What follows belongs to an exercise in optimizing a design on an open flow for small area; a production flow would make more cautious choices. The RTL was checked by simulation tests, not by an equivalence proof against the original design. No activity file was given, so power comes from the tool's default toggle rates.

P:
## ARM
module ARM(input clk,rst,
           output [31:0] imem_addr,
           input [31:0] imem_rdata,
           output [31:0] dmem_addr,dmem_wdata,
           output dmem_we,
           input [31:0] dmem_rdata);
Size: ~590 flip-flops, about 160 I/O pins, roughly 0.019 mm2 of cells after synthesis.
export LEC_CHECK = 0
export ABC_AREA = 1
export CAP_MARGIN = 10
export CORE_MARGIN = 2
export CORE_UTILIZATION = 66
export GPL_TIMING_DRIVEN = 0
export PLACE_DENSITY = 0.8
export SLEW_MARGIN = 10
create_clock -name core_clock -period 12.0 [get_ports {clk}]
standard.sh (not shown) runs the stock make flow with config.mk's settings and CLKGATE_MAP_FILE= SYNTH_SCRIPT=/design/flow/synth_recipe.tcl, a recipe that flattens the netlist after the stock synthesis.
==> flow/flow/run.sh <==
#!/bin/bash
# Standard layout (the standard.sh, with its standard synthesis) with three changes:
#  - after floorplanning, OpenROAD's restructure re-maps the combinational logic for area
#    (flow/restructure.tcl); registers are not touched
#  - the input and output ports get sky130_fd_sc_hd__buf_1 port buffers
#  - clock tree: clkbuf_4 buffers, no dummy loads
set -euo pipefail
export BUFFER_PORTS_ARGS="-buffer_cell sky130_fd_sc_hd__buf_1"
export CTS_ARGS="-sink_clustering_enable -repair_clock_nets -sink_clustering_size 10 -sink_clustering_max_diameter 40 -buf_list sky130_fd_sc_hd__clkbuf_4 -dont_use_dummy_load"
bash standard.sh floorplan > standard_floorplan.log 2>&1
RES=orfs/results/$FLOW_PLATFORM/ARM/base
cp $RES/2_floorplan.odb restructure_in.odb
python3 flow/filter_lib.py $FLOW_HOME/platforms/$FLOW_PLATFORM/lib/sky130_fd_sc_hd__tt_025C_1v80.lib restructure_lib.lib 'sky130_fd_sc_hd__lpflow_*' 'sky130_fd_sc_hd__probe*' > filter_lib.log 2>&1
openroad -no_init -exit flow/restructure.tcl > restructure.log 2>&1
bash standard.sh finish > standard_finish.log 2>&1
Other scripts of this flow, unchanged in this note and not shown: flow/flow/filter_lib.py, flow/flow/restructure.tcl
Inputs modified between P and Q:
# P
export LEC_CHECK = 0
export ABC_AREA = 1
export CAP_MARGIN = 10
export CORE_MARGIN = 2
export CORE_UTILIZATION = 66
export GPL_TIMING_DRIVEN = 0
export PLACE_DENSITY = 0.8
export SLEW_MARGIN = 10
create_clock -name core_clock -period 12.0 [get_ports {clk}]
# Q
export LEC_CHECK = 0
export ABC_AREA = 1
export CAP_MARGIN = 0
export CORE_MARGIN = 2
export CORE_UTILIZATION = 60
export GPL_TIMING_DRIVEN = 0
export PLACE_DENSITY = 0.75
export SLEW_MARGIN = 0
create_clock -name core_clock -period 12.0 [get_ports {clk}]
## What came out
Q was carried through to the last stage, and its layout satisfied the timing, DRC and antenna checks.
Of P and Q, Q shows the higher transition at the pin with the smallest max-transition slack, with P below it.
Looking at placed cell count, Q sits 24 above P.
Delta (Q minus P): utilization after layout moved down; highest cell delay on the worst timing path moved down; final worst slack moved up.
Compared P against Q; area growth from synthesis to layout within noise.
Q vs P — critical path depth rose 3.
Global-route usage in Q is 2.6 points below P.
### Q -> R
# Q
export LEC_CHECK = 0
export ABC_AREA = 1
export CAP_MARGIN = 0
export CORE_MARGIN = 2
export CORE_UTILIZATION = 60
export GPL_TIMING_DRIVEN = 0
export PLACE_DENSITY = 0.75
export SLEW_MARGIN = 0
create_clock -name core_clock -period 12.0 [get_ports {clk}]
# R
export LEC_CHECK = 0
export ABC_AREA = 1
export CAP_MARGIN = 10
export CORE_MARGIN = 2
export CORE_UTILIZATION = 60
export GPL_TIMING_DRIVEN = 0
export PLACE_DENSITY = 0.75
export SLEW_MARGIN = 10
create_clock -name core_clock -period 12.0 [get_ports {clk}]
## What came out
- R finished end to end and its layout was clean on timing, DRC and antenna.
- Q → R: setup skew after layout held; routed wire length barely changed; global-route met3 utilization lost 0.62 points.
- Clock buffer and inverter area fraction after layout across R and Q: no real change.
- Worst hold slack: R vs Q up 0.0095 ns
- The overall power consumption was comparable across R and Q.
- Worst setup slack delta (R − Q): unfavourable
- In terms of core occupancy in the finished layout, R and Q differ only marginally.
- Going from Q to R, area added between synthesis and finish held steady, portion of the clock cycle consumed by the worst path in the final layout increased by 1.3 points relative to the old numbers.
The following lists how S was set up differently from R:
# R
export LEC_CHECK = 0
export ABC_AREA = 1
export CAP_MARGIN = 10
export CORE_MARGIN = 2
export CORE_UTILIZATION = 60
export GPL_TIMING_DRIVEN = 0
export PLACE_DENSITY = 0.75
export SLEW_MARGIN = 10
create_clock -name core_clock -period 12.0 [get_ports {clk}]
# S
export LEC_CHECK = 0
export ABC_AREA = 1
export CAP_MARGIN = 5
export CORE_MARGIN = 2
export CORE_UTILIZATION = 60
export GPL_TIMING_DRIVEN = 0
export PLACE_DENSITY = 0.75
export SLEW_MARGIN = 5
create_clock -name core_clock -period 12.0 [get_ports {clk}]
--- outcome ---
Delta (S minus R): aggregate negative setup slack shows no meaningful change; growth of design area from synthesis to finish shows a reduction of 0.19 points; fmax barely changed; clock tree skew after final layout shrank by 0.0051 ns.
S: critical path depth about 3% below R

port drivers added, routing unchanged:
No port has a modelled driver above. Below, the same layouts with a new extraction and two added sets of constraints. Step 1: set_driving_cell puts a clkbuf_16 on clk and a buf_2 on each other input, an assumption about the parent block. Step 2 adds t to the input delays and takes it off the output delays; t is the mean of the earliest and latest rising clock arrival at the registers after step 1. Input paths then give back, and output paths get back, about the clock's delay inside the block. Slacks: ideal ports / drivers / drivers and shift; pairs: ideal ports / drivers.
| run | t, ns | slack for setup (ns) | hold WS [ns] | slew at the worst register clock pin (ns) |
|---|---|---|---|---|
| P | 0.714 | 0.462 / 0.469 / -0.245 | 0.286 / 0.286 / 0.286 | 0.11 / 0.11 |
| Q | 0.719 | 0.891 / 0.911 / 0.192 | 0.253 / 0.253 / 0.253 | 0.11 / 0.11 |
| R | 0.706 | 0.734 / 0.742 / 0.036 | 0.263 / 0.263 / 0.263 | 0.12 / 0.12 |
| S | 0.733 | 0.749 / 0.746 / 0.013 | 0.279 / 0.279 / 0.279 | 0.10 / 0.10 |
With both steps, setup timing fails in P, where it was met with ideal ports. For S, which loses most, drivers alone change the setup slack by -0.003 ns; drivers and shift together by -0.736 ns.
